What follows belongs to an exercise in optimizing a design on an open flow for small area; a production flow would make more cautious choices.
The RTL was checked by simulation tests, not by an equivalence proof against the original design.
No run shown here takes its clock network from TritonCTS; it comes from the design's own scripts or RTL.
The flow treats the clock pin as an ideal source. Dropping or thinning the clock tree relies on that and would not hold on a real chip.
Power and IR drop assume default switching activity.

## flow/run.sh

```bash
#!/bin/bash
# Own layout flow: the standard ORFS flow (standard.sh) with these changes
# to how the layout is made:
#  - synthesis (flow/synth.tcl) is the standard synthesis script, but
#    adders are left to ABC instead of being mapped to the library's adder
#    cells first (ADDER_MAP_FILE empty), and ABC uses an area-oriented script;
#    registers, their names and cell types are those of the standard synthesis;
#  - the port buffers are the smallest buffer (buf_1) instead of a delay cell;
#  - the clock tree is built by flow/cts_manual.tcl: the clock port drives
#    a few clock buffers, each driving a group of nearby flip-flops.
# The make output goes to flow_make.log; each ORFS step logs to orfs/logs/.
set -euo pipefail
export OWN_WORK_DIR="$(pwd)"
export OWN_FLOW_DIR="$(pwd)/flow"
export OWN_CTS_LEAVES=6
export OWN_CTS_CELL=sky130_fd_sc_hd__clkbuf_16
export OWN_CTS_ROOT=sky130_fd_sc_hd__clkbuf_8
bash standard.sh \
  SYNTH_SCRIPT="$OWN_FLOW_DIR/synth.tcl" \
  ADDER_MAP_FILE= \
  "BUFFER_PORTS_ARGS=-buffer_cell sky130_fd_sc_hd__buf_1" \
  PRE_CTS_TCL="$OWN_FLOW_DIR/cts_manual.tcl" \
  finish > flow_make.log 2>&1
```

## flow/abc_area.script

```
strash
&get -n
&st
&dc2
&dch -f
&nf -a -R 1000
&st
&dc2
&dch -f
&nf -a -R 1000
&st
&dc2
&dch -f
&nf -a -R 1000
&put
```

## flow/cts_manual.tcl

```tcl
# Clock tree by hand: the clock port drives a few clock buffers (directly, or
# through one root buffer), each placed at the centre of a group of
# flip-flops found by balanced k-means on their positions, and each driving the clock
# pins of its group. ORFS's cts.tcl then
# legalises the buffers and repairs timing as usual.
rename clock_tree_synthesis orfs_clock_tree_synthesis
proc clock_tree_synthesis {args} {
  set nleaf $::env(OWN_CTS_LEAVES)
  set cell $::env(OWN_CTS_CELL)
  set db [ord::get_db]
  set block [ord::get_db_block]
  set clknet [$block findNet clk]
  set sinks {}
  set xs {}
  set ys {}
  foreach it [$clknet getITerms] {
    set inst [$it getInst]
    set bb [$inst getBBox]
    lappend sinks $it
    lappend xs [expr {([$bb xMin] + [$bb xMax]) / 2.0}]
    lappend ys [expr {([$bb yMin] + [$bb yMax]) / 2.0}]
  }
  set n [llength $sinks]
  puts "manual cts: $n sinks, $nleaf leaves of $cell"
  # k-means, started from sinks spread along x
  set order [lsort -real -indices $xs]
  set cx {}
  set cy {}
  for {set k 0} {$k < $nleaf} {incr k} {
    set i [lindex $order [expr {int(($k + 0.5) * $n / $nleaf)}]]
    lappend cx [lindex $xs $i]
    lappend cy [lindex $ys $i]
  }
  # balanced k-means: each group takes at most ceil(n / nleaf) flip-flops;
  # sinks are handed out nearest pair first
  set cap [expr {($n + $nleaf - 1) / $nleaf}]
  set asg {}
  for {set iter 0} {$iter < 30} {incr iter} {
    set pairs {}
    for {set i 0} {$i < $n} {incr i} {
      for {set k 0} {$k < $nleaf} {incr k} {
        set dx [expr {[lindex $xs $i] - [lindex $cx $k]}]
        set dy [expr {[lindex $ys $i] - [lindex $cy $k]}]
        lappend pairs [list [expr {$dx * $dx + $dy * $dy}] $i $k]
      }
    }
    set pairs [lsort -real -index 0 $pairs]
    set asg [lrepeat $n -1]
    set used [lrepeat $nleaf 0]
    foreach p $pairs {
      lassign $p d i k
      if {[lindex $asg $i] >= 0} continue
      if {[lindex $used $k] >= $cap} continue
      lset asg $i $k
      lset used $k [expr {[lindex $used $k] + 1}]
    }
    for {set k 0} {$k < $nleaf} {incr k} {
      set sx 0.0; set sy 0.0; set c 0
      for {set i 0} {$i < $n} {incr i} {
        if {[lindex $asg $i] == $k} {
          set sx [expr {$sx + [lindex $xs $i]}]
          set sy [expr {$sy + [lindex $ys $i]}]
          incr c
        }
      }
      if {$c > 0} {
        lset cx $k [expr {$sx / $c}]
        lset cy $k [expr {$sy / $c}]
      }
    }
  }
  set master [$db findMaster $cell]
  set leafdrv $clknet
  if {[info exists ::env(OWN_CTS_ROOT)] && $::env(OWN_CTS_ROOT) ne ""} {
    set rinst [odb::dbInst_create $block [$db findMaster $::env(OWN_CTS_ROOT)] "clkbuf_root"]
    set leafdrv [odb::dbNet_create $block "clk_root"]
    $leafdrv setSigType CLOCK
    [$rinst findITerm A] connect $clknet
    [$rinst findITerm X] connect $leafdrv
    set rx 0.0; set ry 0.0
    for {set k 0} {$k < $nleaf} {incr k} {
      set rx [expr {$rx + [lindex $cx $k] / $nleaf}]
      set ry [expr {$ry + [lindex $cy $k] / $nleaf}]
    }
    $rinst setLocation [expr {int($rx)}] [expr {int($ry)}]
    $rinst setPlacementStatus PLACED
  }
  for {set k 0} {$k < $nleaf} {incr k} {
    set inst [odb::dbInst_create $block $master "clkbuf_leaf_$k"]
    set net [odb::dbNet_create $block "clk_leaf_$k"]
    $net setSigType CLOCK
    [$inst findITerm A] connect $leafdrv
    [$inst findITerm X] connect $net
    set cnt 0
    for {set i 0} {$i < $n} {incr i} {
      if {[lindex $asg $i] == $k} {
        set it [lindex $sinks $i]
        $it disconnect
        $it connect $net
        incr cnt
      }
    }
    $inst setLocation [expr {int([lindex $cx $k])}] [expr {int([lindex $cy $k])}]
    $inst setPlacementStatus PLACED
    puts "manual cts: leaf $k drives $cnt sinks"
  }
  $clknet setSigType CLOCK
  set_propagated_clock [all_clocks]
}
```

## flow/synth.tcl

```tcl
# The standard synthesis (synth_recipe.tcl, which sources ORFS's synth.tcl
# and then flattens and renames), with one change: ABC maps the logic with an
# area-oriented script (flow/abc_area.script). Registers are mapped before
# ABC runs, so their count, names and cells are the standard synthesis's.
proc abc {args} {
  set i [lsearch -exact $args -script]
  if {$i >= 0} { lset args [expr {$i + 1}] $::env(OWN_FLOW_DIR)/abc_area.script }
  yosys abc {*}$args
}
source $::env(OWN_WORK_DIR)/synth_recipe.tcl
```

## standard.sh

```bash
#!/bin/bash
# synth_recipe.tcl (not shown) runs the flow's synth.tcl, then flattens the netlist and writes it again
# the make line also repeats each setting of config.mk as NAME=value (left out here)
make -C /OpenROAD-flow-scripts/flow DESIGN_CONFIG=/design/flow/config.mk WORK_HOME=/design/flow/orfs CLKGATE_MAP_FILE= SYNTH_SCRIPT=/design/flow/synth_recipe.tcl "${@:-finish}"
```

## config.mk

```make
export PLATFORM = sky130hd
export DESIGN_NAME = pipe_make
export DESIGN_NICKNAME = pipe_make
export VERILOG_FILES = /design/flow/design.v
export SDC_FILE = /design/flow/constraint.sdc
export NUM_CORES = 4
export LEC_CHECK = 0
export CAP_MARGIN = 20
export CORE_MARGIN = 2
export CORE_UTILIZATION = 40
export SLEW_MARGIN = 20
```

## constraint.sdc

```tcl
create_clock -name core_clock -period 10.0 [get_ports {clk}]
set_input_delay 2.0000 -clock core_clock [delete_from_list [all_inputs] [get_ports {clk}]]
set_output_delay 2.0000 -clock core_clock [all_outputs]
set_load 0.01 [all_outputs]
```

## design.v

```verilog
module pm_shape #(
		parameter KIND = 0            
	) (
		input clk,
		input rst,
		input go,
		output reg [1:0] cnt,         
		output reg fin,
		output v1,                    
		output v2,                    
		output [4:0] t5,              
		output reg [2:0] u5,
		output [1:0] m3o,
		output [2:0] y7o
	);
	reg [1:0] m3;
	reg [2:0] y7;
	assign m3o = (KIND == 2) ? m3 : 2'd0;
	assign y7o = (KIND == 2) ? y7 : 3'd0;
	localparam N = (KIND == 0) ? 13 : (KIND == 1) ? 15 : 11;
	reg [1:0]  ph;
	wire run = (ph != 2'd0);
	assign v1 = ph[1];
	assign v2 = (ph == 2'd3);
	reg [N-1:0] T;
	assign t5 = T[4:0];
	reg f0, f1, f2, set1, set2;
	always @(*) begin
		f0 = (T[8:0] == 9'd336) && (u5 == 3'd0);             
		set1 = (T[8:0] == 9'd337) && (u5 == 3'd0);           
		case (KIND)
			0: begin  
				f1 = (T == 13'd4826) && (u5 == 3'd2);        
				set2 = (T == 13'd4827) && (u5 == 3'd2);
				f2 = v2 && (T[10:0] == 11'd86);              
			end
			1: begin  
				f1 = (T == 15'd23794);                       
				set2 = (T == 15'd23795);
				f2 = v2 && (T[10:0] == 11'd622);             
			end
			default: begin  
				f1 = (T[10:0] == 11'd84) && (m3 == 2'd0) && (y7 == 3'd0);   
				set2 = (T[10:0] == 11'd85) && (m3 == 2'd1) && (y7 == 3'd0);
				f2 = v2 && (T[10:0] == 11'd196) && (m3 == 2'd2);           
			end
		endcase
	end
	wire start = go & !run;
	always @(posedge clk) begin
		if (start) begin
			T <= {N{1'b1}}; u5 <= 3'd7; m3 <= 2'd3; y7 <= 3'd4;
		end else begin
			T <= T + 1'b1;
			if (&T[3:0]) u5 <= (u5 == 3'd4) ? 3'd0 : u5 + 1'b1;
			m3 <= (m3 == 2'd2) ? 2'd0 : m3 + 1'b1;
			if (T[0] && m3 == 2'd2) y7 <= (y7 == 3'd6) ? 3'd0 : y7 + 1'b1;
		end
		case (ph)
			2'd0: if (go) ph <= 2'd1;
			2'd1: if (set1) ph <= 2'd2;
			2'd2: if (set2) ph <= 2'd3;
			default: ;
		endcase
		fin <= 1'b0;
		case (cnt)
			2'd0: if (go) cnt <= 2'd1;
			2'd1: if (f0) cnt <= 2'd2;
			2'd2: if (f1) cnt <= 2'd3;
			2'd3: if (f2) begin cnt <= 2'd0; fin <= 1'b1; end
		endcase
		if (rst) begin
			ph <= 2'd0; cnt <= 2'd0; fin <= 1'b0;
		end
	end
endmodule
module pipe_make(
		input clk,
		input rst,
		input [2:0] colour,
		input [7:0] in_x,
		input [6:0] in_y,
		input [7:0] width,
		input [6:0] height,
		input go_draw,
		input [3:0] pipe_type,
		output finish_draw,
		output [7:0] out_x,
		output [6:0] out_y,
		output [2:0] out_colour
	);
	wire [2:0] s = (pipe_type > 4'd5) ? 3'd0 : pipe_type[2:0];
	wire [1:0] cnt [0:5];
	wire [5:0] fin, v1, v2;
	wire [4:0] t5 [0:5];
	wire [2:0] u5 [0:5];
	wire [1:0] m3 [0:5];
	wire [2:0] y7 [0:5];
	genvar i;
	generate
		for (i = 0; i < 6; i = i + 1) begin : shape
			pm_shape #(.KIND(i == 0 ? 0 : i == 1 ? 1 : 2)) u(
				.clk(clk), .rst(rst), .go(go_draw && s == i),
				.cnt(cnt[i]), .fin(fin[i]), .v1(v1[i]), .v2(v2[i]),
				.t5(t5[i]), .u5(u5[i]), .m3o(m3[i]), .y7o(y7[i]));
		end
	endgenerate
	wire [1:0] c = cnt[s];
	wire [4:0] t = t5[s];
	wire [2:0] u = u5[s];
	wire [1:0] m = m3[s];
	wire [2:0] y = y7[s];
	wire ver = (s == 3'd0);
	wire hor = (s == 3'd1);
	wire right = (s == 3'd3) || (s == 3'd5);
	wire down = (s == 3'd4) || (s == 3'd5);
	reg [6:0] j;
	reg [2:0] m6;
	reg [2:0] dx;
	reg [3:0] dy;
	reg zero, green;
	always @(*) begin
		j = 7'd0; m6 = 3'd0;
		zero = 1'b0; green = 1'b0;
		m6 = (t[0] ? 3'd3 : 3'd0) + (m == 2'd1 ? 3'd4 : m == 2'd2 ? 3'd2 : 3'd0);
		if (m6 >= 3'd6) m6 = m6 - 3'd6;
		case (c)
			2'd0: begin  
				dx = 3'd4; dy = 4'd4; green = 1'b1;
			end
			2'd1: begin  
				dx = t[2:0]; dy = {u, t[3]}; zero = (u == 3'd7);
			end
			2'd2: begin  
				zero = !v1[s]; green = v1[s];
				if (ver) begin         
					j = {u, t[3:0]} + 7'd38;
					if (j >= 7'd80) j = j - 7'd80;
					if (j >= 7'd40) j = j - 7'd40;
					dx = 3'd2 + j[1:0]; dy = j[5:2];
				end else if (hor) begin  
					j = {2'b0, t} - 7'd18;
					dx = j[2:0]; dy = 4'd3 + j[4:3];
				end else begin           
					dx = (right ? 3'd2 : 3'd0) + m6;
					dy = (down ? 4'd3 : 4'd0) + y;
				end
			end
			default: begin  
				zero = !v2[s];
				if (ver || hor) begin    
					dx = {2'b0, t[0]}; dy = 4'd0;
				end else begin           
					dx = (right ? 3'd6 : 3'd0) + m6[0];
					dy = (down ? 4'd7 : 4'd0) + ((m6 >= 3'd2) ? (m6 - 3'd2) >> 1 : (m6 + 3'd4) >> 1);
				end
			end
		endcase
	end
	wire [7:0] sx = in_x + dx;
	wire [6:0] sy = in_y + dy;
	assign finish_draw = fin[s];
	assign out_x = zero ? 8'd0 : sx;
	assign out_y = zero ? 7'd0 : sy;
	assign out_colour = {1'b0, green, 1'b0};
endmodule
```

==> results of run 1 <==
layout make-up:
type                    count  area (sq um)  area share
plain buffers               7         163.9     0.02124
inverters                  20         75.07    0.009729
multi-input cells         744          4153      0.5382
flip-flops and latches    140          2803      0.3632
well taps                 225         281.5     0.03648
repair buffers             51         240.2     0.03113
cells by family after synthesis:
family,Yosys count,synth area share
and+or+nand+nor,457,0.3149
other,1,0.0005341
xor gates and xnor gates,54,0.06736
AOI/OAI and AO/OA,231,0.2042
DFF,140,0.3991
buffers and inverters,23,0.01390
layer usage:
layer | part of all wire | track usage | vias to the layer above
li1 | - | - | 3404
met4 | 0.022 | 0.04167 | 0
met3 | 0.056 | 0.02148 | 30
met5 | 0 | 0 | -
met2 | 0.44 | 0.3133 | 157
met1 | 0.48 | 0.2880 | 3184
path summary, 6_finish.rpt:
| path | start | end | slack, ns | cells after the start |
|---|---|---|---|---|
| worst max-delay path | pipe_type[1] | out_y[6] | 0.58 | 31 |
| worst max register to register | shape[3].u.T[8] | shape[3].u.cnt[0] | 7.54 | 8 |
| worst min-delay path | shape[1].u.T[14] | shape[1].u.T[14] | 0.48 | 1 |
| worst min register to register | shape[1].u.T[14] | shape[1].u.T[14] | 0.48 | 1 |
worst register-to-register path, stage by stage (launching register included):
cell and delay, ns:
dfxtp_1 0.37, nor3_1 0.18, nand3b_1 0.12, or3_1 0.33, or4_1 0.48, a22oi_1 0.25, a21boi_0 0.27, nor2_1 0.07
a311oi_1 0.29
power by group:
| group | internal (mW) | switching (mW) | leakage, nW |
|---|---|---|---|
| clock network | 0.117 | 0.183 | 0.0811 |
| registers | 0.779 | 0.325 | 1.17 |
| logic | 0.324 | 0.373 | 1.61 |
stage by stage:
stage                     setup WS (ns)  utilization  cell area [sq um]
after detailed placement         0.2922       0.4366               7525
after CTS                        0.2256       0.4461               7689
final                            0.5783       0.4477               7716
after global placement           0.4317       0.4366               7525
after floorplan                  0.9938            -               7025
after global routing            0.02022       0.4477               7716
cells in the final DEF, fill, tap and decap left out, drive strengths merged, types with 6 or more instances in the layout:
master | synthesis | final
nand2 | 154 | 154
dfxtp | 140 | 140
nor2 | 95 | 95
o21ai | 82 | 82
a21oi | 51 | 51
buf | 3 | 51
xnor2 | 36 | 36
nor3 | 35 | 35
nand3 | 34 | 34
and3 | 30 | 30
a31oi | 23 | 23
clkinv | 20 | 20
nor2b | 20 | 20
xor2 | 18 | 18
a22oi | 16 | 16
and2 | 15 | 15
a222oi | 14 | 14
a21o | 11 | 11
nor4 | 11 | 11
nand4 | 11 | 11
or3 | 9 | 9
nand3b | 9 | 9
nand4b | 9 | 9
clkbuf | 0 | 7
nand2b | 6 | 6
a21boi | 6 | 6
registers in the layout (all words and copies together), names as in the netlist:
register	cells
shape.u.y7	12
shape.u.cnt	12
shape.u.u5	18
shape.u.T	72
shape.u.m3	8
shape.u.ph	12
shape.u.fin	6
==> reports/qor.yml, run 1 <==
synth_edf_count: 0
drv_slew: 0
power_density_nw_per_um2: 272.3
yosysMostFrequentCell: "nand2_1"
via_per_inst: 5.708
ys_seq_elements: 140
fin_crit_sh: 0.9422
die_w_microns: 136.5
synthArstFlopShare: 0
tightest_slew_ns: 0.6894
ctsHoldBuffers: 0
grt_setup_unrepaired: "false"
crit_top_cell: "nand2_1"
synth_area_leaders: "dfxtp_1, nand2_1, o21ai_0"
syn_avg_cell_area_sq_um: 7.750
ys.flop_type: "dfxtp_1"
critPathTopFamily: "simple AND/OR/NAND/NOR gates"
grt_pass1_wl_microns: 30020
crit_path_top_delay_cell: "nor3_4"
drcViolationCount: 0
start_util: 0.4074
critPathRequiredTime_ns: 8.00
synthDistinctLibCells: 45
status: "finished clean"
hold_viol: 0
cp-start-kind: "input port"
ys_seq_area_frac: 0.3991
drive_gt1_frac: 0.02599
critPathArrivalTime_ns: 7.42
die_h_microns: 136.5
dp.cells: 1180
num_io_pins: 59
hold_ws_ns: 0.4842
wl_per_cell_microns: 16.00
dieArea_sq_um: 18630
layout.nets: 1004
fin_tns_setup_ns: 0
yosysTopAreaCellShare: 0.3991
max-vdd-ir-drop_v: 0.0001600
max-cap-violations: 0
synth_commonest_cells: "nand2_1, dfxtp_1, nor2_1"
clock_skew_ns: 0.02186
grt_pass1_vias: 5803
ys_warn_count: 4
grt_max_degree: 30
instances_no_fill: 1187
crit_path_end_kind: "output pin"
postCtsSetupBuffers: 0
power_mw: 2.101
diodes: 0
setup_viol: 0
syn_to_final_growth_pct: 9.890
ant_nets: 0
port_buffers: 38
relSlewSlack: 0.5369
path_clk_slew_ns: 0.12
synthCells: 906
max_clock_freq_mhz: 106.1
cts-resized-gates: 0
nFillCells: 1772
worst-path-buf-inv: 3
rows: 48
gr-total-overflow: 0
synth_area_sq_um: 7022
drtIter0Drc: 630
cp_max_fo: 8
hp-class: "flip-flop to flip-flop"
core-area_sq_um: 17240
max_stage_delay_ns: 0.38
crit_type: "input port to output pin"
yosys.area.top_type: "dfxtp_1"
drtPass1Iterations: 6
antenna_found_initial: 0
insertion_delay_ns: 0.44
routabilityCongestion: 0.9976
hpwl_microns: 14060
power.leakage_nw: 2.854
track_usage: 0.1971
period_needed_ns: 9.422
wl_microns: 18990
vias: 6775
==> run 2: changes to the inputs <==
--- a/flow/run.sh
+++ b/flow/run.sh
@@ -14,3 +14,3 @@
 export OWN_FLOW_DIR="$(pwd)/flow"
-export OWN_CTS_LEAVES=6
+export OWN_CTS_LEAVES=5
 export OWN_CTS_CELL=sky130_fd_sc_hd__clkbuf_16
--- a/config.mk
+++ b/config.mk
@@ -10,2 +10,3 @@
 export CORE_UTILIZATION = 40
+export GPL_TIMING_DRIVEN = 0
 export SLEW_MARGIN = 20
==> run 2 against run 1 <==
Against the previous run: total power is 1.9% lower; routed wire length is 2.9% lower; worst setup slack worse by 0.0014 ns; clock skew is 0.0088 ns lower; largest power group unchanged; clock power is about 10% lower; fmax hardly changed; die area stayed put.
==> reports/qor.yml, run 2 <==
final_common_cell: "nand2_1"
ys_seq_area_frac: 0.3991
vias: 6637
reg_top3: "shape.u.T x72, shape.u.u5 x18"
ys.flop_type: "dfxtp_1"
path_clk_slew_ns: 0.10
relSlewSlack: 0.5304
largest_register_ffs: 72
insertion_delay_ns: 0.42
crit_top_cell: "nand2_1"
grt_max_degree: 30
utilization: 0.4506
syn_avg_cell_area_sq_um: 7.750
hpwl_microns: 13760
drcViolationCount: 0
dieArea_sq_um: 18630
drtIter0Drc: 491
ys_warn_count: 4
crit_type: "input port to output pin"
routabilityCongestion: 0.9160
nFillCells: 1755
crit_cells: 30
period_needed_ns: 9.423
synth_area_leaders: "dfxtp_1, nand2_1, o21ai_0"
grt_pass1_vias: 5818
hold-path-cell-count: 1
syn_to_final_growth_pct: 10.60
layout.nets: 1005
num_io_pins: 59
via_per_inst: 5.587
synthArstFlopShare: 0
rows: 48
mostFrequentLayoutCells: "nand2_1, dfxtp_1, nor2_1"
r2r_cells: 8
wl_microns: 18450
critPathArrivalTime_ns: 7.42
track_usage: 0.1916
clock_skew_ns: 0.01302
drive_gt1_frac: 0.03427
die_w_microns: 136.5
status: "finished clean"
diodes: 0
cp-start-kind: "input port"
yosys.area.top_type: "dfxtp_1"
grt_pass1_wl_microns: 29350
drtPass1Iterations: 8
cp_max_fo: 18
wl_per_cell_microns: 15.53
synth_commonest_cells: "nand2_1, dfxtp_1, nor2_1"
synth_edf_count: 0
ys_seq_elements: 140
hp-class: "flip-flop to flip-flop"
yosysTopAreaCellShare: 0.3991
power.leakage_nw: 2.864
postPlaceCellArea_sq_um: 7478
antenna_found_initial: 0
die_h_microns: 136.5
crit_path_top_delay_cell: "a21oi_4"
largest_register: "shape.u.T"
setup_viol: 0
core-area_sq_um: 17240
worst-path-buf-inv: 2
synthDistinctLibCells: 45
ant_nets: 0
power_density_nw_per_um2: 265.5
tightest_slew_ns: 0.6990
start_util: 0.4074
synth_area_sq_um: 7022
critPathTopFamily: "compound AO/OA/AOI/OAI gates"
synthCells: 906
ctsHoldBuffers: 0
gr-total-overflow: 0
port_buffers: 38
fin_crit_sh: 0.9423
hold_viol: 0
drv_slew: 0
crit_path_end_kind: "output pin"
critPathRequiredTime_ns: 8.00
fin_area_sq_um: 7766
max-vdd-ir-drop_v: 0.0001624
max_clock_freq_mhz: 106.1
max-cap-violations: 0
max_stage_delay_ns: 0.49
yosysMostFrequentCell: "nand2_1"
[run 2: final cells by class]
type                    count  area (sq um)  area share
multi-input cells         744          4199      0.5407
flip-flops and latches    140          2803      0.3609
well taps                 225         281.5     0.03625
repair buffers             50         246.5     0.03174
plain buffers               9         161.4     0.02078
inverters                  20         75.07    0.009667
[run 2: power by group]
group / internal, mW / leakage [nW] / switching [mW]
sequential: 0.778 / 1.17 / 0.316
clock: 0.100 / 0.0688 / 0.170
combinational: 0.327 / 1.63 / 0.370
total: 1.21 / 2.86 / 0.856
[run 2: cells by family after synthesis]
| group | after synthesis | share of synthesized area |
|---|---|---|
| simple gates | 457 | 0.3149 |
| compound gates | 231 | 0.2042 |
| flops | 140 | 0.3991 |
| xor+xnor | 54 | 0.06736 |
| buf+inv | 23 | 0.01390 |
| other cells | 1 | 0.0005341 |
[run 2: worst paths after layout]
kind	endpoint	slack, ns	start
hold reg to reg	shape[1].u.T[14]	0.49	shape[1].u.T[14]
hold / removal	shape[1].u.T[14]	0.49	shape[1].u.T[14]
setup reg to reg	shape[3].u.cnt[0]	7.60	shape[3].u.T[8]
setup / recovery	out_y[6]	0.58	pipe_type[1]
[run 2: per-layer routing]
metal | vias to the layer above | wire length [microns] | global-route usage
met3 | 29 | 858 | 0.01407
met1 | 3077 | 8859 | 0.2794
li1 | 3411 | - | -
met2 | 120 | 8184 | 0.3033
met4 | 0 | 546 | 0.05440
met5 | - | 0 | 0
[run 2: repair_timing]
item	4_1_cts	5_1_grt
endpoints found under the hold margin	0	0
pin swaps	0	1
buffers inserted	0	10
setup endpoints to repair	3	5
gates resized for setup	2	14
[run 2: through the flow]
step | hold slack [ns] | setup slack [ns] | cells | setup TNS [ns] | total power, mW
finish | 0.4853 | 0.5768 | 1188 | 0 | 2.062
global route | 0.5014 | -0.02890 | 1188 | -0.02890 | 2.226
CTS | 0.4857 | 0.06736 | 1178 | 0 | 2.061
detailed placement | 0.4657 | -0.2362 | 1172 | -0.4640 | 1.792
global placement | 0.4642 | -0.3784 | 1170 | -0.8469 | 1.776
floorplan | 0.4204 | 0.9938 | 907 | 0 | 1.559
==> run 3: changes to the inputs <==
--- a/config.mk
+++ b/config.mk
@@ -10,2 +10,3 @@
 export CORE_UTILIZATION = 40
+export GPL_ROUTABILITY_DRIVEN = 0
 export GPL_TIMING_DRIVEN = 0
==> run 3 against run 2 <==
Against the previous run: still clean; sequential power hardly changed; combinational power hardly changed; first-iteration DRC count stayed put.
==> reports/qor.yml, run 3 <==
power.internal_mw: 1.205
hold_viol: 0
relSlewSlack: 0.5304
dp.cells: 1172
antenna_found_initial: 0
grt_pass1_wl_microns: 29350
fin_tns_setup_ns: 0
r2r_slack_ns: 7.60
synth_area_leaders: "dfxtp_1, nand2_1, o21ai_0"
layout.nets: 1005
dieArea_sq_um: 18630
seqPwrFrac: 0.531
switching_power_uw: 856.4
crit_top_cell: "nand2_1"
largest_register_ffs: 72
num_io_pins: 59
crit_path_top_delay_cell: "a21oi_4"
hpwl_microns: 13760
die_h_microns: 136.5
hold_end: "shape[1].u.T[14]"
period_needed_ns: 9.423
core-area_sq_um: 17240
pwr-share-clk: 0.131
max-vdd-ir-drop_v: 0.0001624
instances_no_fill: 1188
mostFrequentLayoutCells: "nand2_1, dfxtp_1, nor2_1"
yosysTopAreaCellShare: 0.3991
power_mw: 2.062
r2r_cells: 8
fin_crit_sh: 0.9423
cp-start-kind: "input port"
start_util: 0.4074
syn_avg_cell_area_sq_um: 7.750
track_usage: 0.1916
max-cap-violations: 0
drv_slew: 0
diodes: 0
r2r-end: "shape[3].u.cnt[0]"
p_sw_frac: 0.4154
ys_seq_elements: 140
via_per_inst: 5.587
clock_skew_ns: 0.01302
synth_area_sq_um: 7022
crit_path_end_kind: "output pin"
tightest_slew_ns: 0.6990
setup_viol: 0
critPathRequiredTime_ns: 8.00
yosysMostFrequentCell: "nand2_1"
grt_pass1_vias: 5818
power_density_nw_per_um2: 265.5
min-delay-start: "shape[1].u.T[14]"
path_clk_slew_ns: 0.10
syn_to_final_growth_pct: 10.60
synth_commonest_cells: "nand2_1, dfxtp_1, nor2_1"
gr-total-overflow: 0
fin_area_sq_um: 7766
yosys.area.top_type: "dfxtp_1"
ant_nets: 0
grt_max_degree: 30
hold_ws_ns: 0.4853
port_buffers: 38
synth_edf_count: 0
wl_microns: 18450
cp_max_fo: 18
max_clock_freq_mhz: 106.1
ctsHoldBuffers: 0
drtIter0Drc: 491
final_common_cell: "nand2_1"
ys_seq_area_frac: 0.3991
synthDistinctLibCells: 45
postPlaceCellArea_sq_um: 7478
crit_type: "input port to output pin"
vias: 6637
comb_power_share: 0.338
reg_top3: "shape.u.T x72, shape.u.u5 x18"
wl_per_cell_microns: 15.53
drive_gt1_frac: 0.03427
insertion_delay_ns: 0.42
die_w_microns: 136.5
hp-class: "flip-flop to flip-flop"
rows: 48
synthCells: 906
drtPass1Iterations: 8
synthArstFlopShare: 0
largest_register: "shape.u.T"
max_stage_delay_ns: 0.49
ys.flop_type: "dfxtp_1"
seq_area_sq_um: 2803
r2r-start: "shape[3].u.T[8]"
drcViolationCount: 0
ys_warn_count: 4
power.leakage_nw: 2.864
nFillCells: 1755
multi_input_area_sq_um: 4199
status: "finished clean"
hold-path-cell-count: 1
critPathArrivalTime_ns: 7.42
run 3: cell counts after synthesis:
Identical to the previous run, type by type.
run 3: cells by family (layout without fill, tap and decap cells):
logic type,Yosys count,after routing,share of synthesized area
XOR/XNOR,54,54,0.06736
other,1,2,0.0005341
AND/OR/NAND/NOR,457,457,0.3149
flip-flops,140,140,0.3991
buffers and inverters,23,79,0.01390
AO/OA/AOI/OAI,231,231,0.2042
run 3: final cells by class:
cell class,count,area share
plain buffers,9,0.02078
inverters,20,0.009667
multi-input cells,744,0.5407
flip-flops and latches,140,0.3609
well taps,225,0.03625
repair buffers,50,0.03174
run 3: critical path, delay by kind of cell:
family | cells | cell delay (ns)
buf+inv | 2 | 0.34
simple gates | 14 | 2.01
compound gates | 11 | 2.56
xor+xnor | 3 | 0.47
run 3: metal layers:
| layer | up-vias | global-route usage | part of all wire |
|---|---|---|---|
| met5 | - | 0 | 0 |
| met4 | 0 | 0.05440 | 0.030 |
| met3 | 29 | 0.01407 | 0.047 |
| met2 | 120 | 0.3033 | 0.44 |
| met1 | 3077 | 0.2794 | 0.48 |
| li1 | 3411 | - | - |
run 3: how the worst max path moves through the flow:
stage | from | depth (start not counted) | endpoint | slack, ns
6_report | pipe_type[1] | 30 | out_y[6] | 0.58
5_1_grt | pipe_type[1] | 31 | out_y[6] | -0.03
4_1_cts | pipe_type[1] | 30 | out_y[6] | 0.07
3_5_place_dp | pipe_type[1] | 30 | out_y[6] | -0.24
3_3_place_gp | pipe_type[1] | 30 | out_y[6] | -0.38
2_1_floorplan | pipe_type[1] | 28 | out_y[6] | 0.99
run 3: timing repair:
| item | 4_1_cts | 5_1_grt |
|---|---|---|
| gates resized for setup | 2 | 14 |
| endpoints found under the setup margin | 3 | 5 |
| setup buffers | 0 | 10 |
| pin swaps | 0 | 1 |
run 3: per-stage QoR:
step,worst slack (ns),utilization
after global placement,-0.3784,0.4322
after floorplan,0.9938,-
after detailed placement,-0.2362,0.4339
after CTS,0.06736,0.4422
final,0.5768,0.4506
after global routing,-0.02890,0.4506
run 3: power by group through the flow:
stage	registers, mW	logic, mW	clock network, mW
3_5_place_dp	1.10	0.691	0
4_1_cts	1.09	0.694	0.278
5_1_grt	1.13	0.796	0.295
3_3_place_gp	1.10	0.675	0
6_report	1.09	0.697	0.270
2_1_floorplan	0.987	0.572	0
==> run 4: changes to the inputs <==
--- a/config.mk
+++ b/config.mk
@@ -10,4 +10,2 @@
 export CORE_UTILIZATION = 40
-export GPL_ROUTABILITY_DRIVEN = 0
-export GPL_TIMING_DRIVEN = 0
 export SLEW_MARGIN = 20
==> run 4 against run 3 <==
Against the previous run: still clean; global-route usage grew 0.24 points; die area is the same; routed wire length grew 1.7%; via count rose by 1.3%; critical endpoint unchanged; largest cell class unchanged.
==> reports/qor.yml, run 4 <==
multi_input_area_sq_um: 4153
hold_ws_ns: 0.4827
grt_pass1_vias: 5760
power.internal_mw: 1.202
seq_area_sq_um: 2803
yosys.area.top_type: "dfxtp_1"
max_clock_freq_mhz: 106.1
syn_avg_cell_area_sq_um: 7.750
wl_per_cell_microns: 15.82
cp-start-kind: "input port"
ant_nets: 0
start_util: 0.4074
critPathLaunch: "pipe_type[1]"
synth_edf_count: 0
syn_to_final_growth_pct: 9.533
postCtsSetupBuffers: 0
synthArstFlopShare: 0
mostFrequentLayoutCells: "nand2_1, dfxtp_1, nor2_1"
vias: 6725
power_density_nw_per_um2: 268.5
fin_crit_sh: 0.9425
final_common_cell: "nand2_1"
num_io_pins: 59
hp-class: "flip-flop to flip-flop"
max_stage_delay_ns: 0.38
crit_top_cell: "nand2_1"
setup_viol: 0
routabilityCongestion: 0.9976
critPathArrivalTime_ns: 7.43
grt_setup_unrepaired: "false"
status: "finished clean"
hold_viol: 0
ys.flop_type: "dfxtp_1"
fin_tns_setup_ns: 0
comb_power_share: 0.337
tightest_slew_ns: 0.6763
grt_pass1_wl_microns: 29630
path_clk_slew_ns: 0.11
r2r-start: "shape[3].u.T[8]"
track_usage: 0.1940
ys_warn_count: 4
die_h_microns: 136.5
via_per_inst: 5.670
crit_type: "input port to output pin"
r2r_cells: 8
drv_slew: 0
yosysTopAreaCellShare: 0.3991
diodes: 0
antenna_found_initial: 0
cts-resized-gates: 0
critPathRequiredTime_ns: 8.00
pwr-share-clk: 0.129
switching_power_uw: 863.0
max-cap-violations: 0
r2r_slack_ns: 7.54
synth_commonest_cells: "nand2_1, dfxtp_1, nor2_1"
ys_seq_area_frac: 0.3991
utilization: 0.4462
p_sw_frac: 0.4178
clock_skew_ns: 0.006590
dieArea_sq_um: 18630
crit_end: "out_y[6]"
crit_path_top_delay_cell: "nor3_4"
die_w_microns: 136.5
hpwl_microns: 14060
ctsHoldBuffers: 0
synth_area_leaders: "dfxtp_1, nand2_1, o21ai_0"
wl_microns: 18760
gr-total-overflow: 0
layout.nets: 1003
synth_area_sq_um: 7022
max-vdd-ir-drop_v: 0.0001655
drive_gt1_frac: 0.02497
crit_path_end_kind: "output pin"
rows: 48
yosysMostFrequentCell: "nand2_1"
reg_top3: "shape.u.T x72, shape.u.u5 x18"
drtPass1Iterations: 6
nFillCells: 1769
cp_max_fo: 8
largest_register_ffs: 72
grt_max_degree: 30
ys_seq_elements: 140
relSlewSlack: 0.5457
drcViolationCount: 0
power.leakage_nw: 2.842
seqPwrFrac: 0.534
synthDistinctLibCells: 45
insertion_delay_ns: 0.40
synthCells: 906
largest_register: "shape.u.T"
drtIter0Drc: 636
core-area_sq_um: 17240
port_buffers: 38
r2r-end: "shape[3].u.cnt[0]"
period_needed_ns: 9.425
==> run 4: kinds of logic (layout without fill, tap and decap cells) <==
family	Yosys count	count (layout)	synth area share
XOR/XNOR	54	54	0.06736
other	1	2	0.0005341
AND/OR/NAND/NOR	457	457	0.3149
buffers and inverters	23	77	0.01390
flip-flops	140	140	0.3991
AO/OA/AOI/OAI	231	231	0.2042
==> run 4: final cells by class <==
class	count	area share
Multi-Input combinational cell	744	0.5399
Buffer	6	0.01806
Inverter	20	0.009761
Sequential cell	140	0.3644
Timing Repair Buffer	51	0.03123
Tap cell	225	0.03660
==> run 4: worst min-delay path by stage <==
| stage | startpoint | to | slack, ns | depth (start not counted) |
|---|---|---|---|---|
| 2_1_floorplan | shape[2].u.T[0] | shape[2].u.T[0] | 0.42 | 1 |
| 3_3_place_gp | shape[0].u.T[0] | shape[0].u.T[0] | 0.46 | 1 |
| 3_5_place_dp | shape[0].u.T[0] | shape[0].u.T[0] | 0.47 | 1 |
| 4_1_cts | shape[1].u.T[14] | shape[1].u.T[14] | 0.49 | 1 |
| 5_1_grt | shape[2].u.T[10] | shape[2].u.T[10] | 0.51 | 1 |
| 6_report | shape[1].u.T[14] | shape[1].u.T[14] | 0.48 | 1 |
==> run 4: power groups by stage <==
stage	Combinational [mW]	Clock [mW]	Sequential [mW]
floorplan	0.572	0	0.987
global route	0.799	0.295	1.14
global placement	0.679	0	1.11
finish	0.697	0.266	1.10
detailed placement	0.692	0	1.11
CTS	0.696	0.279	1.10
==> run 4: worst max-delay path, delay by kind of cell <==
kind,cells,cell delay (ns)
AND/OR/NAND/NOR,15,2.51
AO/OA/AOI/OAI,10,1.82
buffers and inverters,3,0.55
XOR/XNOR,3,0.52
==> run 4: metal layers <==
layer / GRT usage / part of all wire
met1: 0.2846 / 0.48
met2: 0.3103 / 0.44
met3: 0.01704 / 0.055
met4: 0.04051 / 0.025
met5: 0 / 0
==> run 4: per-stage QoR <==
stage	cell area, sq um	setup WS [ns]	std cells	total power [mW]
6_report	7691	0.5749	1186	2.065
5_1_grt	7691	0.008426	1186	2.232
4_1_cts	7664	0.2581	1186	2.071
3_5_place_dp	7525	0.2922	1180	1.800
3_3_place_gp	7525	0.4317	1180	1.787
2_1_floorplan	7025	0.9938	907	1.559
==> run 5: changes to the inputs <==
--- a/flow/run.sh
+++ b/flow/run.sh
@@ -15,2 +15,5 @@
 export OWN_CTS_LEAVES=5
+export OWN_CTS_MAX_LEAVES=9
+export OWN_CTS_TRIES=16
+export OWN_CTS_SLEW=0.112
 export OWN_CTS_CELL=sky130_fd_sc_hd__clkbuf_16
--- a/flow/cts_manual.tcl
+++ b/flow/cts_manual.tcl
@@ -6,4 +6,4 @@
 rename clock_tree_synthesis orfs_clock_tree_synthesis
-proc clock_tree_synthesis {args} {
-  set nleaf $::env(OWN_CTS_LEAVES)
+set ::own_cts_id 0
+proc own_cts_build {nleaf mode} {
   set cell $::env(OWN_CTS_CELL)
@@ -15,3 +15,10 @@
   set ys {}
+  # sinks in name order, so that every start is the same whatever the order
+  # of the net's pins
+  set byname {}
   foreach it [$clknet getITerms] {
+    lappend byname [list [[$it getInst] getName] $it]
+  }
+  foreach pair [lsort -index 0 $byname] {
+    set it [lindex $pair 1]
     set inst [$it getInst]
@@ -23,5 +30,19 @@
   set n [llength $sinks]
-  puts "manual cts: $n sinks, $nleaf leaves of $cell"
-  # k-means, started from sinks spread along x
-  set order [lsort -real -indices $xs]
+  puts "manual cts: $n sinks, $nleaf leaves of $cell, start $mode"
+  # k-means start: sinks spread along x, y, x+y or x-y (modes 0-3), or
+  # picked at random (modes 4 and up, seeded by the mode)
+  set keys {}
+  expr {srand($mode + 1)}
+  for {set i 0} {$i < $n} {incr i} {
+    set x [lindex $xs $i]
+    set y [lindex $ys $i]
+    switch -- $mode {
+      0 { lappend keys $x }
+      1 { lappend keys $y }
+      2 { lappend keys [expr {$x + $y}] }
+      3 { lappend keys [expr {$x - $y}] }
+      default { lappend keys [expr {rand()}] }
+    }
+  }
+  set order [lsort -real -indices $keys]
   set cx {}
@@ -74,4 +95,4 @@
   if {[info exists ::env(OWN_CTS_ROOT)] && $::env(OWN_CTS_ROOT) ne ""} {
-    set rinst [odb::dbInst_create $block [$db findMaster $::env(OWN_CTS_ROOT)] "clkbuf_root"]
-    set leafdrv [odb::dbNet_create $block "clk_root"]
+    set rinst [odb::dbInst_create $block [$db findMaster $::env(OWN_CTS_ROOT)] "clkbuf_root_${::own_cts_id}"]
+    set leafdrv [odb::dbNet_create $block "clk_root_${::own_cts_id}"]
     $leafdrv setSigType CLOCK
@@ -88,4 +109,4 @@
   for {set k 0} {$k < $nleaf} {incr k} {
-    set inst [odb::dbInst_create $block $master "clkbuf_leaf_$k"]
-    set net [odb::dbNet_create $block "clk_leaf_$k"]
+    set inst [odb::dbInst_create $block $master "clkbuf_leaf_${::own_cts_id}_$k"]
+    set net [odb::dbNet_create $block "clk_leaf_${::own_cts_id}_$k"]
     $net setSigType CLOCK
@@ -107,3 +128,60 @@
   $clknet setSigType CLOCK
+}
+
+# Undo own_cts_build: every clock pin back on the clock port's net.
+proc own_cts_remove {} {
+  incr ::own_cts_id
+  set block [ord::get_db_block]
+  set clknet [$block findNet clk]
+  foreach inst [$block getInsts] {
+    set name [$inst getName]
+    if {[string match clkbuf_leaf_* $name] || [string match clkbuf_root_* $name]} {
+      odb::dbInst_destroy $inst
+    }
+  }
+  foreach net [$block getNets] {
+    set name [$net getName]
+    if {[string match clk_leaf_* $name] || [string match clk_root_* $name]} {
+      foreach it [$net getITerms] {
+        $it disconnect
+        $it connect $clknet
+      }
+      odb::dbNet_destroy $net
+    }
+  }
+}
+
+# The worst slew at a flip-flop clock pin, from placement parasitics.
+proc own_cts_worst_slew {} {
+  estimate_parasitics -placement
+  set worst 0
+  foreach pin [get_pins -hierarchical */CLK] {
+    set s [get_property $pin slew_max]
+    if {$s > $worst} { set worst $s }
+  }
+  return $worst
+}
+
+# Use the fewest leaf buffers (from OWN_CTS_LEAVES up) whose estimated worst
+# clock-pin slew is within OWN_CTS_SLEW ns; for each count try OWN_CTS_TRIES
+# k-means starts and keep the one with the lowest estimated slew.
+proc clock_tree_synthesis {args} {
   set_propagated_clock [all_clocks]
+  set nleaf $::env(OWN_CTS_LEAVES)
+  while 1 {
+    set best -1
+    set bestw 1e9
+    for {set mode 0} {$mode < $::env(OWN_CTS_TRIES)} {incr mode} {
+      own_cts_build $nleaf $mode
+      set w [own_cts_worst_slew]
+      puts "manual cts: $nleaf leaves, start $mode, estimated worst clock-pin slew $w"
+      own_cts_remove
+      if {$w < $bestw} { set bestw $w; set best $mode }
+    }
+    if {$bestw <= $::env(OWN_CTS_SLEW) || $nleaf >= $::env(OWN_CTS_MAX_LEAVES)} break
+    incr nleaf
+  }
+  own_cts_build $nleaf $best
+  set w [own_cts_worst_slew]
+  puts "manual cts: chose $nleaf leaves, start $best, estimated worst clock-pin slew $w"
 }
==> run 5 against run 4 <==
Against the previous run: largest cell class unchanged; largest power group unchanged; register-to-register slack hardly changed; hold slack better by 0.0029 ns; first-iteration DRC count is 14% lower.
==> reports/qor.yml, run 5 <==
layout.nets: 1004
worst-path-buf-inv: 3
critPathArrivalTime_ns: 7.41
setup_viol: 0
diodes: 0
tightest_slew_ns: 0.6823
synthCells: 906
syn_avg_cell_area_sq_um: 7.750
yosysTopAreaCellShare: 0.3991
ys_warn_count: 4
synth_edf_count: 0
hpwl_microns: 14060
port_buffers: 38
switching_power_uw: 870.8
critPathTopFamily: "simple AND/OR/NAND/NOR gates"
hp-class: "flip-flop to flip-flop"
mostFrequentLayoutCells: "nand2_1, dfxtp_1, nor2_1"
power_density_nw_per_um2: 270.9
ys_seq_area_frac: 0.3991
crit_path_top_delay_cell: "nor3_4"
crit_type: "input port to output pin"
period_needed_ns: 9.414
yosys.area.top_type: "dfxtp_1"
max_clock_freq_mhz: 106.2
die_h_microns: 136.5
power.leakage_nw: 2.854
drtPass1Iterations: 8
largest_register_ffs: 72
dp.cells: 1180
routabilityCongestion: 0.9976
power.internal_mw: 1.219
synthArstFlopShare: 0
p_sw_frac: 0.4166
grt_max_degree: 30
instances_no_fill: 1187
ys.flop_type: "dfxtp_1"
reg_top3: "shape.u.T x72, shape.u.u5 x18"
crit_path_end_kind: "output pin"
critPathRequiredTime_ns: 8.00
vias: 6773
yosysMostFrequentCell: "nand2_1"
synth_commonest_cells: "nand2_1, dfxtp_1, nor2_1"
synthDistinctLibCells: 45
fin_crit_sh: 0.9414
max-cap-violations: 0
cp_max_fo: 8
rows: 48
max-vdd-ir-drop_v: 0.0001624
ant_nets: 0
drive_gt1_frac: 0.02599
dp_slack_ns: 0.2922
insertion_delay_ns: 0.42
gr-total-overflow: 0
max_stage_delay_ns: 0.38
syn_to_final_growth_pct: 9.890
core-area_sq_um: 17240
grt_pass1_vias: 5768
wl_per_cell_microns: 15.84
met2_usage: 0.3106
grtUsageMet1: 0.2841
drv_slew: 0
hold_viol: 0
grt_busiest_layer: "met2"
path_clk_slew_ns: 0.09
power_mw: 2.090
status: "finished clean"
grt_setup_unrepaired: "false"
crit_top_cell: "nand2_1"
synth_area_sq_um: 7022
comb_power_share: 0.333
grtUsageMet3: 0.01889
fin_tns_setup_ns: 0
dieArea_sq_um: 18630
grt_pass1_wl_microns: 29770
num_io_pins: 59
via_per_inst: 5.706
die_w_microns: 136.5
track_usage: 0.1948
wl_microns: 18810
clock_skew_ns: 0.01156
ys_seq_elements: 140
seqPwrFrac: 0.529
synth_area_leaders: "dfxtp_1, nand2_1, o21ai_0"
largest_register: "shape.u.T"
cp-start-kind: "input port"
antenna_found_initial: 0
pwr-share-clk: 0.138
postCtsSetupBuffers: 0
final_common_cell: "nand2_1"
drcViolationCount: 0
drtIter0Drc: 547
start_util: 0.4074
postLayoutSetupSlackWorst_ns: 0.5863
relSlewSlack: 0.5416
run 5: cell counts after synthesis:
Identical to the previous run, type by type.
run 5: path summary, 6_finish.rpt:
path,from,slack [ns],cells after the start,end
worst max-delay path,pipe_type[1],0.59,31,out_y[6]
worst min-delay path,shape[1].u.T[14],0.49,1,shape[1].u.T[14]
worst max register to register,shape[3].u.T[8],7.54,8,shape[3].u.cnt[0]
worst min register to register,shape[1].u.T[14],0.49,1,shape[1].u.T[14]
run 5: cells by family (layout without fill, tap and decap cells):
kind of cell,after synthesis,in the layout,synth area share
AO/OA/AOI/OAI,231,231,0.2042
AND/OR/NAND/NOR,457,457,0.3149
buffers and inverters,23,78,0.01390
XOR/XNOR,54,54,0.06736
other,1,2,0.0005341
flip-flops,140,140,0.3991
run 5: power groups by stage:
stage	clock network [mW]	registers (mW)	logic [mW]
6_report	0.289	1.10	0.697
5_1_grt	0.320	1.14	0.799
4_1_cts	0.301	1.10	0.696
3_5_place_dp	0	1.11	0.692
3_3_place_gp	0	1.11	0.679
2_1_floorplan	0	0.987	0.572
run 5: worst reg2reg max path: cells and delay by family (launching register included):
family	cells	cell delay (ns)
DFF	1	0.36
and+or+nand+nor	5	1.19
AOI/OAI and AO/OA	3	0.80
run 5: repair_timing:
action,CTS,global route
hold buffers,0,0
gates resized for setup,0,7
setup endpoints to repair,0,3
hold endpoints to repair,0,0
run 5: metrics by stage:
| stage | instance area (sq um) | hold WS (ns) | util |
|---|---|---|---|
| detailed placement | 7525 | 0.4684 | 0.4366 |
| CTS | 7689 | 0.4846 | 0.4461 |
| floorplan | 7025 | 0.4204 | - |
| global route | 7716 | 0.5097 | 0.4477 |
| finish | 7716 | 0.4856 | 0.4477 |
| global placement | 7525 | 0.4590 | 0.4366 |
run 5: per-layer routing:
metal  part of all wire  wire length [microns]  vias to the layer above
li1                   -                      -                     3406
met1               0.47                   8913                     3159
met2               0.44                   8340                      172
met3              0.055                   1040                       36
met4              0.027                    514                        0
met5                  0                      0                        -
run 5: final cells by class:
type | instances | area, sq um
fill | 1768 | 9520
inverter | 20 | 75.07
buffer | 7 | 163.9
tap | 225 | 281.5
multi-input combinational | 744 | 4153
timing repair buffer | 51 | 240.2
sequential | 140 | 2803
==> run 6: changes to the inputs <==
--- a/design.v
+++ b/design.v
@@ -21,5 +21,5 @@
 	reg [1:0]  ph;
-	wire run = (ph != 2'd0);
+	wire run = ph[0] | ph[1];
 	assign v1 = ph[1];
-	assign v2 = (ph == 2'd3);
+	assign v2 = ph[1] & !ph[0];
 	reg [N-1:0] T;
@@ -59,5 +59,5 @@
 		case (ph)
-			2'd0: if (go) ph <= 2'd1;
-			2'd1: if (set1) ph <= 2'd2;
-			2'd2: if (set2) ph <= 2'd3;
+			2'b00: if (go) ph <= 2'b01;
+			2'b01: if (set1) ph <= 2'b11;
+			2'b11: if (set2) ph <= 2'b10;
 			default: ;
@@ -108,3 +108,3 @@
 	wire [1:0] c = cnt[s];
-	wire [4:0] t = t5[s];
+	wire [4:0] t = {t5[1][4] & (s == 3'd1), t5[s][3:0]};
 	wire [2:0] u = u5[s];
--- a/flow/run.sh
+++ b/flow/run.sh
@@ -23,2 +23,3 @@
   ADDER_MAP_FILE= \
+  SYNTH_INSBUF=0 \
   "BUFFER_PORTS_ARGS=-buffer_cell sky130_fd_sc_hd__buf_1" \
==> run 6 against run 5 <==
Against the previous run: cell count fell by 1.9%; largest power group unchanged; fmax is 0.46% higher; via count is 2.2% lower; final area decreased by 1.0%; die area shrank 0.71%; highest routed layer unchanged; total power is 5.6% lower.
==> reports/qor.yml, run 6 <==
status: "finished clean"
hpwl_microns: 13690
final_common_cell: "nand2_1"
ys_seq_area_frac: 0.4021
drv_slew: 0
ant_nets: 0
core-area_sq_um: 17180
instances_no_fill: 1165
routabilityCongestion: 0.9319
gr-total-overflow: 0
critPathRequiredTime_ns: 8.00
cp-start-kind: "input port"
wl_microns: 18340
tightest_slew_ns: 0.7184
yosys.area_share.simple: 0.3114
max-vdd-ir-drop_v: 0.0001378
grt_max_degree: 31
crit_type: "input port to output pin"
synth_commonest_cells: "nand2_1, dfxtp_1, nor2_1"
synth_top_family_by_area: "simple AND/OR/NAND/NOR gates"
ys_warn_count: 4
port_buffers: 38
critPathArrivalTime_ns: 7.37
fin_area_sq_um: 7637
ys_seq_elements: 140
dp.cells: 1158
hp-class: "flip-flop to flip-flop"
antenna_found_initial: 0
insertion_delay_ns: 0.43
drcViolationCount: 0
wl_per_cell_microns: 15.75
crit_path_top_delay_cell: "a21oi_1"
vias: 6626
via_per_inst: 5.688
grt_setup_unrepaired: "false"
diodes: 0
layout.nets: 982
largest_register: "shape.u.T"
path_clk_slew_ns: 0.09
synth_xor_area_frac: 0.07036
hold_viol: 0
setup_viol: 0
die_w_microns: 136.0
grt_pass1_vias: 5789
synth_area_leaders: "dfxtp_1, nand2_1, xnor2_1"
grt_pass1_wl_microns: 29680
max_clock_freq_mhz: 106.7
synthDistinctLibCells: 50
postPlaceCellArea_sq_um: 7466
dieArea_sq_um: 18500
rows: 48
nFillCells: 1805
crit_path_end_kind: "output pin"
num_io_pins: 59
hold_ws_ns: 0.4667
start_util: 0.4058
reg_top3: "shape.u.T x72, shape.u.u5 x18"
crit_top_cell: "a21oi_1"
synth_area_sq_um: 6970
power.leakage_nw: 2.807
syn_avg_cell_area_sq_um: 7.876
mostFrequentLayoutCells: "nand2_1, dfxtp_1, nor2_1"
relSlewSlack: 0.5087
synthCells: 885
drtPass1Iterations: 8
muxShareOfSynthArea: 0.001436
power_density_nw_per_um2: 258.4
drtIter0Drc: 577
cp_max_fo: 11
yosysMostFrequentCell: "nand2_1"
fin_tns_setup_ns: 0
period_needed_ns: 9.371
max_stage_delay_ns: 0.33
yosysTopAreaCellShare: 0.4021
largest_register_ffs: 72
clock_skew_ns: 0.009332
multi_input_area_sq_um: 4115
ys.flop_type: "dfxtp_1"
synth_compound_area_frac: 0.2036
fin_crit_sh: 0.9371
max-cap-violations: 0
yosys.area.top_type: "dfxtp_1"
synthArstFlopShare: 0
synth_edf_count: 0
synthAdderAreaFrac: 0.001436
seq_area_sq_um: 2803
track_usage: 0.1939
syn_to_final_growth_pct: 9.567
power_mw: 1.973
die_h_microns: 136.0
drive_gt1_frac: 0.01915
==> run 6: cell types whose count changed in the layout (fill, tap and decap cells not counted), sizes merged, moves of 8 or more <==
cell / before / now
o21ai: 82 / 64
a21oi: 51 / 64
a31oi: 23 / 12
nand2: 154 / 146
nand3: 34 / 26
nor2b: 20 / 12
nor3: 35 / 43
==> run 6: cells by family (layout without fill, tap and decap cells) <==
logic type / count (synthesis) / after routing
multiplexers: 1 / 1
adder cells (fa/ha/maj): 1 / 1
buffers and inverters: 17 / 71
AO/OA/AOI/OAI: 225 / 225
other: 1 / 2
XOR/XNOR: 56 / 56
AND/OR/NAND/NOR: 444 / 444
flip-flops: 140 / 140
==> run 6: through the flow <==
| stage | utilization | worst slack (ns) |
|---|---|---|
| 2_1_floorplan | - | 0.7234 |
| 3_3_place_gp | 0.4347 | 0.5160 |
| 3_5_place_dp | 0.4347 | 0.4511 |
| 4_1_cts | 0.4442 | 0.4389 |
| 5_1_grt | 0.4446 | 0.08033 |
| 6_report | 0.4446 | 0.6291 |
==> run 6: report_power, final <==
| group | internal, mW | switching [mW] | total [mW] |
|---|---|---|---|
| Sequential | 0.772 | 0.298 | 1.07 |
| Clock | 0.117 | 0.174 | 0.290 |
| Combinational | 0.288 | 0.326 | 0.613 |
| Total | 1.18 | 0.797 | 1.97 |
==> run 6: metal layers <==
layer	up-vias	share of wire	routed length (microns)	global-route usage
li1	3346	-	-	-
met1	3058	0.50	9178	0.2952
met2	190	0.42	7624	0.3004
met3	32	0.061	1122	0.01566
met4	0	0.023	418	0.03530
met5	-	0	0	0
==> run 6: what timing repair did <==
| action | in CTS | in global routing |
|---|---|---|
| endpoints found under the setup margin | 0 | 3 |
| resized for setup | 0 | 3 |
| hold buffers | 0 | 0 |
| buffers inserted | 0 | 0 |
==> run 6: critical path, delay by kind of cell <==
| kind | cells | cell delay [ns] |
|---|---|---|
| xor gates and xnor gates | 2 | 0.27 |
| buffers and inverters | 3 | 0.58 |
| and+or+nand+nor | 11 | 1.96 |
| AOI/OAI and AO/OA | 12 | 2.58 |
==> run 6: final timing paths <==
kind                                      start                to  slack (ns)  depth (start not counted)
worst max-delay path               pipe_type[1]          out_y[5]        0.63                         28
worst min-delay path            shape[4].u.T[0]   shape[4].u.T[0]        0.47                          1
worst max register to register  shape[1].u.T[0]  shape[1].u.T[14]        7.23                         10
worst min register to register  shape[4].u.T[0]   shape[4].u.T[0]        0.47                          1
==> run 6: cell type report <==
class | instances | area share
plain buffers | 7 | 0.02146
well taps | 225 | 0.03686
repair buffers | 47 | 0.02752
inverters | 17 | 0.008355
flip-flops and latches | 140 | 0.3670
multi-input cells | 729 | 0.5388
==> run 7: changes to the inputs <==
--- a/flow/run.sh
+++ b/flow/run.sh
@@ -23,3 +23,2 @@
   ADDER_MAP_FILE= \
-  SYNTH_INSBUF=0 \
   "BUFFER_PORTS_ARGS=-buffer_cell sky130_fd_sc_hd__buf_1" \
--- a/config.mk
+++ b/config.mk
@@ -9,3 +9,3 @@
 export CORE_MARGIN = 2
-export CORE_UTILIZATION = 40
+export CORE_UTILIZATION = 55
 export SLEW_MARGIN = 20
==> run 7 against run 6 <==
Against the previous run: cell count shrank 4.5%; largest cell class unchanged; critical path depth rose by 1; total power rose by 0.29%; still clean; combinational power up 1%; sequential cell count unchanged; register-to-register slack lost 0.06 ns; critical path type unchanged.
==> reports/qor.yml, run 7 <==
status: "finished clean"
grt_pass1_wl_microns: 29210
crit_type: "input port to output pin"
diodes: 0
routabilityCongestion: 0.9072
critPathRequiredTime_ns: 8.00
relSlewSlack: 0.3228
synth_area_sq_um: 6993
postLayoutSetupSlackWorst_ns: 0.6344
drcViolationCount: 0
utilization: 0.6054
path_clk_slew_ns: 0.09
layout.nets: 983
r2r-end: "shape[1].u.T[14]"
yosysTopAreaCellShare: 0.4008
r2r_cells: 10
core-area_sq_um: 12520
clock_skew_ns: 0.01302
synth_area_leaders: "dfxtp_1, nand2_1, xnor2_1"
max_stage_delay_ns: 0.41
die_h_microns: 116.8
grt_max_degree: 31
num_io_pins: 59
cp-start-kind: "input port"
final_common_cell: "nand2_1"
period_needed_ns: 9.366
ys_seq_area_frac: 0.4008
hpwl_microns: 14070
vias: 6738
dp_slack_ns: 0.5812
reg_top3: "shape.u.T x72, shape.u.u5 x18"
wl_per_cell_microns: 16.50
critPathArrivalTime_ns: 7.37
power.leakage_nw: 2.814
ctsHoldBuffers: 0
via_per_inst: 6.054
hold-path-cell-count: 1
ys.flop_type: "dfxtp_1"
max-vdd-ir-drop_v: 0.0001750
track_usage: 0.2647
ys_warn_count: 4
drv_slew: 0
largest_register: "shape.u.T"
fin_crit_sh: 0.9366
dieArea_sq_um: 13630
drive_gt1_frac: 0.01913
tightest_slew_ns: 0.9902
synthCells: 888
yosys.area.top_type: "dfxtp_1"
r2r_slack_ns: 7.17
die_w_microns: 116.8
grt_pass1_vias: 5899
mostFrequentLayoutCells: "nand2_1, dfxtp_1, nor2_1"
fin_tns_setup_ns: 0
max_clock_freq_mhz: 106.8
largest_register_ffs: 72
crit_path_top_delay_cell: "or3_1"
cp_max_fo: 9
hp-class: "flip-flop to flip-flop"
hold_viol: 0
setup_viol: 0
crit_path_end_kind: "output pin"
r2r-start: "shape[1].u.T[0]"
port_buffers: 38
max-cap-violations: 0
yosysMostFrequentCell: "nand2_1"
drtPass1Iterations: 6
start_util: 0.5587
min-delay-start: "shape[0].u.T[0]"
power_mw: 1.979
drtIter0Drc: 660
syn_avg_cell_area_sq_um: 7.875
synthArstFlopShare: 0
crit_top_cell: "a21oi_1"
hold_end: "shape[0].u.T[0]"
rows: 41
ys_seq_elements: 140
postPlaceCellArea_sq_um: 7400
ant_nets: 0
gr-total-overflow: 0
power_density_nw_per_um2: 261.2
synth_commonest_cells: "nand2_1, dfxtp_1, nor2_1"
wl_microns: 18360
insertion_delay_ns: 0.42
synthDistinctLibCells: 51
synth_edf_count: 0
fin_area_sq_um: 7577
syn_to_final_growth_pct: 8.356
antenna_found_initial: 0
[run 7: timing repair]
| item | 4_1_cts | 5_1_grt |
|---|---|---|
| setup endpoints to repair | 0 | 2 |
| setup buffers | 0 | 0 |
| gates resized for setup | 0 | 1 |
[run 7: through the flow]
stage | std cells | hold slack [ns]
after floorplan | 889 | 0.3951
after global placement | 1105 | 0.4387
after detailed placement | 1105 | 0.4445
after CTS | 1112 | 0.4643
after global routing | 1113 | 0.4987
final | 1113 | 0.4618
[run 7: cell type report]
cell class,count,area [sq um]
buffer,7,163.9
fill,1203,4940
inverter,17,63.81
multi-input combinational,729,4114
sequential,140,2803
tap,172,215.2
timing repair buffer,48,217.7
[run 7: power by group]
| group | switching [mW] | internal [mW] | total, mW |
|---|---|---|---|
| clock network | 0.168 | 0.117 | 0.285 |
| logic | 0.333 | 0.288 | 0.621 |
| registers | 0.301 | 0.772 | 1.07 |
| total | 0.802 | 1.18 | 1.98 |
[run 7: routing by layer]
metal,GRT usage,wire length [microns],vias to the layer above
met3,0.01920,1147,23
met2,0.4459,8275,193
met1,0.3815,8610,3166
met4,0.03922,325,0
met5,0,0,-
li1,-,-,3356
[run 7: how the worst max path moves through the flow]
stage / cells past startpoint / from / slack (ns) / endpoint
after floorplan: 25 / pipe_type[1] / 0.72 / out_y[5]
after global placement: 30 / pipe_type[2] / 0.80 / out_y[6]
after detailed placement: 30 / pipe_type[2] / 0.58 / out_y[6]
after CTS: 30 / pipe_type[2] / 0.57 / out_y[6]
after global routing: 30 / pipe_type[2] / -0.01 / out_y[6]
final: 29 / pipe_type[2] / 0.63 / out_y[5]
[run 7: logic make-up (layout without fill, tap and decap cells)]
| kind of cell | Yosys count | after routing | share of synthesized area |
|---|---|---|---|
| DFF | 140 | 140 | 0.4008 |
| adders and majority gates | 1 | 1 | 0.001431 |
| muxes | 1 | 1 | 0.001431 |
| and+or+nand+nor | 444 | 444 | 0.3104 |
| xor gates and xnor gates | 56 | 56 | 0.07014 |
| buffers and inverters | 20 | 72 | 0.01235 |
| AOI/OAI and AO/OA | 225 | 225 | 0.2029 |
| other | 1 | 2 | 0.0005363 |
[run 7: worst max-delay path, delay by kind of cell]
kind | cells | cell delay (ns)
compound gates | 12 | 2.31
buf+inv | 3 | 0.47
xor+xnor | 2 | 0.22
simple gates | 12 | 2.37
==> run 8: changes to the inputs <==
--- a/config.mk
+++ b/config.mk
@@ -9,3 +9,3 @@
 export CORE_MARGIN = 2
-export CORE_UTILIZATION = 55
+export CORE_UTILIZATION = 30
 export SLEW_MARGIN = 20
==> run 8 against run 7 <==
Against the previous run: clock power is 3% higher; global-route usage is 12 points lower; sequential power hardly changed; total power is 0.52% lower; area after synthesis stayed put; largest cell class unchanged; synthesized cell count stayed put; die area is 80% higher; fmax is 0.75% higher; final area is 2.4% higher; critical path depth is 1 lower; still clean; first-iteration DRC count is 20% higher.
==> reports/qor.yml, run 8 <==
drv_slew: 0
die_w_microns: 156.7
drtIter0Drc: 789
start_util: 0.3070
grt_setup_unrepaired: "false"
critPathLaunch: "pipe_type[2]"
max-vdd-ir-drop_v: 0.00009160
cp-start-kind: "input port"
grt_max_degree: 31
layout.nets: 983
rows: 55
hp-class: "flip-flop to flip-flop"
crit_type: "input port to output pin"
utilization: 0.3407
crit_end: "out_y[6]"
yosysMostFrequentCell: "nand2_1"
synthArstFlopShare: 0
relSlewSlack: 0.4397
synthDistinctLibCells: 51
synth_commonest_cells: "nand2_1, dfxtp_1, nor2_1"
grt_pass1_vias: 5854
syn_avg_cell_area_sq_um: 7.875
r2r-start: "shape[1].u.T[0]"
routabilityCongestion: 0.8882
synth_edf_count: 0
core-area_sq_um: 22780
ys_seq_area_frac: 0.4008
antenna_found_initial: 2
port_buffers: 38
ys_warn_count: 4
mostFrequentLayoutCells: "nand2_1, dfxtp_1, nor2_1"
largest_register: "shape.u.T"
yosysTopAreaCellShare: 0.4008
reg_top3: "shape.u.T x72, shape.u.u5 x18"
synthCells: 888
ys_seq_elements: 140
power_density_nw_per_um2: 253.7
fin_tns_setup_ns: 0
critPathArrivalTime_ns: 7.30
drive_gt1_frac: 0.02019
max_clock_freq_mhz: 107.6
multi_input_area_sq_um: 4118
die_h_microns: 156.7
vias: 6685
tightest_slew_ns: 0.8192
track_usage: 0.1483
ant_nets: 0
path_clk_slew_ns: 0.09
largest_register_ffs: 72
cp_max_fo: 11
num_io_pins: 59
hpwl_microns: 13890
drtPass1Iterations: 8
ys.flop_type: "dfxtp_1"
gr-total-overflow: 0
nFillCells: 2461
grt_pass1_wl_microns: 30260
synth_area_sq_um: 6993
setup_viol: 0
seq_area_sq_um: 2803
clock_skew_ns: 0.009078
postCtsSetupBuffers: 0
dieArea_sq_um: 24550
fin_crit_sh: 0.9296
postLayoutSetupSlackWorst_ns: 0.7045
r2r_cells: 10
yosys.area.top_type: "dfxtp_1"
critPathRequiredTime_ns: 8.00
status: "finished clean"
syn_to_final_growth_pct: 10.97
max-cap-violations: 0
dp_slack_ns: 0.6411
power.leakage_nw: 2.816
drcViolationCount: 0
wl_per_cell_microns: 14.78
wl_microns: 18550
crit_path_end_kind: "output pin"
final_common_cell: "nand2_1"
hold_viol: 0
via_per_inst: 5.327
period_needed_ns: 9.296
synth_area_leaders: "dfxtp_1, nand2_1, xnor2_1"
insertion_delay_ns: 0.42
r2r-end: "shape[1].u.T[14]"
r2r_slack_ns: 7.22
run 8: cell types whose count changed in the layout (fill, tap and decap cells not counted), sizes merged:
cell / change
diode: +1
run 8: timing repair:
action	in CTS	in global routing
setup endpoints to repair	0	2
resized for setup	0	3
hold buffers	0	0
run 8: how the worst min path moves through the flow:
stage	startpoint	endpoint	slack [ns]	depth (start not counted)
global route	shape[4].u.T[0]	shape[4].u.T[0]	0.49	1
global placement	shape[0].u.T[0]	shape[0].u.T[0]	0.45	1
detailed placement	shape[0].u.T[0]	shape[0].u.T[0]	0.45	1
finish	shape[4].u.T[0]	shape[4].u.T[0]	0.48	1
floorplan	shape[0].u.T[0]	shape[0].u.T[0]	0.40	1
CTS	shape[0].u.T[0]	shape[0].u.T[0]	0.47	1
run 8: per-stage QoR:
step / hold WS (ns) / power [mW] / cells / instance area (sq um)
floorplan: 0.3951 / 1.475 / 889 / 6997
finish: 0.4758 / 1.969 / 1255 / 7760
global route: 0.4946 / 2.138 / 1255 / 7760
CTS: 0.4713 / 1.974 / 1254 / 7747
detailed placement: 0.4488 / 1.679 / 1247 / 7584
global placement: 0.4485 / 1.662 / 1247 / 7584
run 8: final cells by class:
class,count,area share
repair buffers,48,0.02806
well taps,313,0.05047
flip-flops and latches,140,0.3612
diodes,1,0.0003225
inverters,17,0.008223
plain buffers,7,0.02112
multi-input cells,729,0.5306
run 8: critical path, cell delays in order:
cell      delay [ns]
buf_1           0.14
a21oi_1         0.15
buf_4           0.17
nand2_1         0.10
or3_1           0.42
and2_0          0.23
buf_4           0.20
a222oi_1        0.55
a21oi_1         0.20
nor2b_1         0.17
xnor2_1         0.10
and2_0          0.17
a21oi_1         0.23
nand2_1         0.12
a21oi_1         0.17
o21ai_0         0.15
a21oi_1         0.15
nor3_1          0.08
o31ai_1         0.28
xor2_1          0.11
or2_0           0.27
a21o_1          0.22
a21oi_1         0.23
o21ai_0         0.15
nor2_1          0.17
xnor2_1         0.14
nor2_1          0.06
buf_1           0.15
run 8: layer usage:
layer  global-route usage  share of wire  up-vias
met3              0.01966          0.070       25
met2               0.2354           0.42      188
li1                     -              -     3355
met1               0.2170           0.49     3115
met5                    0        0.00070        -
met4              0.02490          0.019        2
run 8: kinds of logic after synthesis:
kind of cell	count (synthesis)	synth area share
xor+xnor	56	0.07014
fa+ha+maj	1	0.001431
buf+inv	20	0.01235
compound gates	225	0.2029
simple gates	444	0.3104
flops	140	0.4008
other cells	1	0.0005363
mux	1	0.001431
run 8: report_power, final:
group	leakage (nW)	total, mW	internal [mW]	switching (mW)
combinational	1.57	0.608	0.288	0.320
sequential	1.17	1.07	0.772	0.295
clock	0.0811	0.294	0.117	0.177
total	2.82	1.97	1.18	0.792

-- static timing again, ports no longer ideal --
Ports are ideal in the flow. The routed layouts listed here were re-timed in OpenROAD. Step 1 sets driving cells, clkbuf_16 on the clock port and buf_2 on the other inputs (assumed; they add their load-dependent delay and slew). Step 2 times the ports against the registers' clock, not the clock port: input delays grow and output delays shrink by t, the midpoint of the rising clock arrivals with the driver on. Slacks: ideal / step 1 / step 2; pairs: ideal / step 1.
| run | shift t [ns] | setup slack, ns | latest minus earliest clock arrival (ns) |
|---|---|---|---|
| run 1 | 0.460 | 0.578 / 0.521 / 0.521 | 0.024 / 0.024 |
| run 2 | 0.444 | 0.577 / 0.525 / 0.525 | 0.015 / 0.014 |
| run 3 | 0.444 | 0.577 / 0.525 / 0.525 | 0.015 / 0.014 |
| run 4 | 0.435 | 0.575 / 0.517 / 0.517 | 0.009 / 0.009 |
| run 5 | 0.451 | 0.586 / 0.533 / 0.533 | 0.015 / 0.015 |
| run 6 | 0.458 | 0.629 / 0.606 / 0.606 | 0.010 / 0.009 |
| run 7 | 0.443 | 0.634 / 0.593 / 0.593 | 0.013 / 0.013 |
| run 8 | 0.458 | 0.704 / 0.649 / 0.649 | 0.010 / 0.010 |
After both steps every run listed still meets setup and hold. For run 4, which loses most, drivers alone change the setup slack by -0.058 ns; drivers and shift together by -0.058 ns.
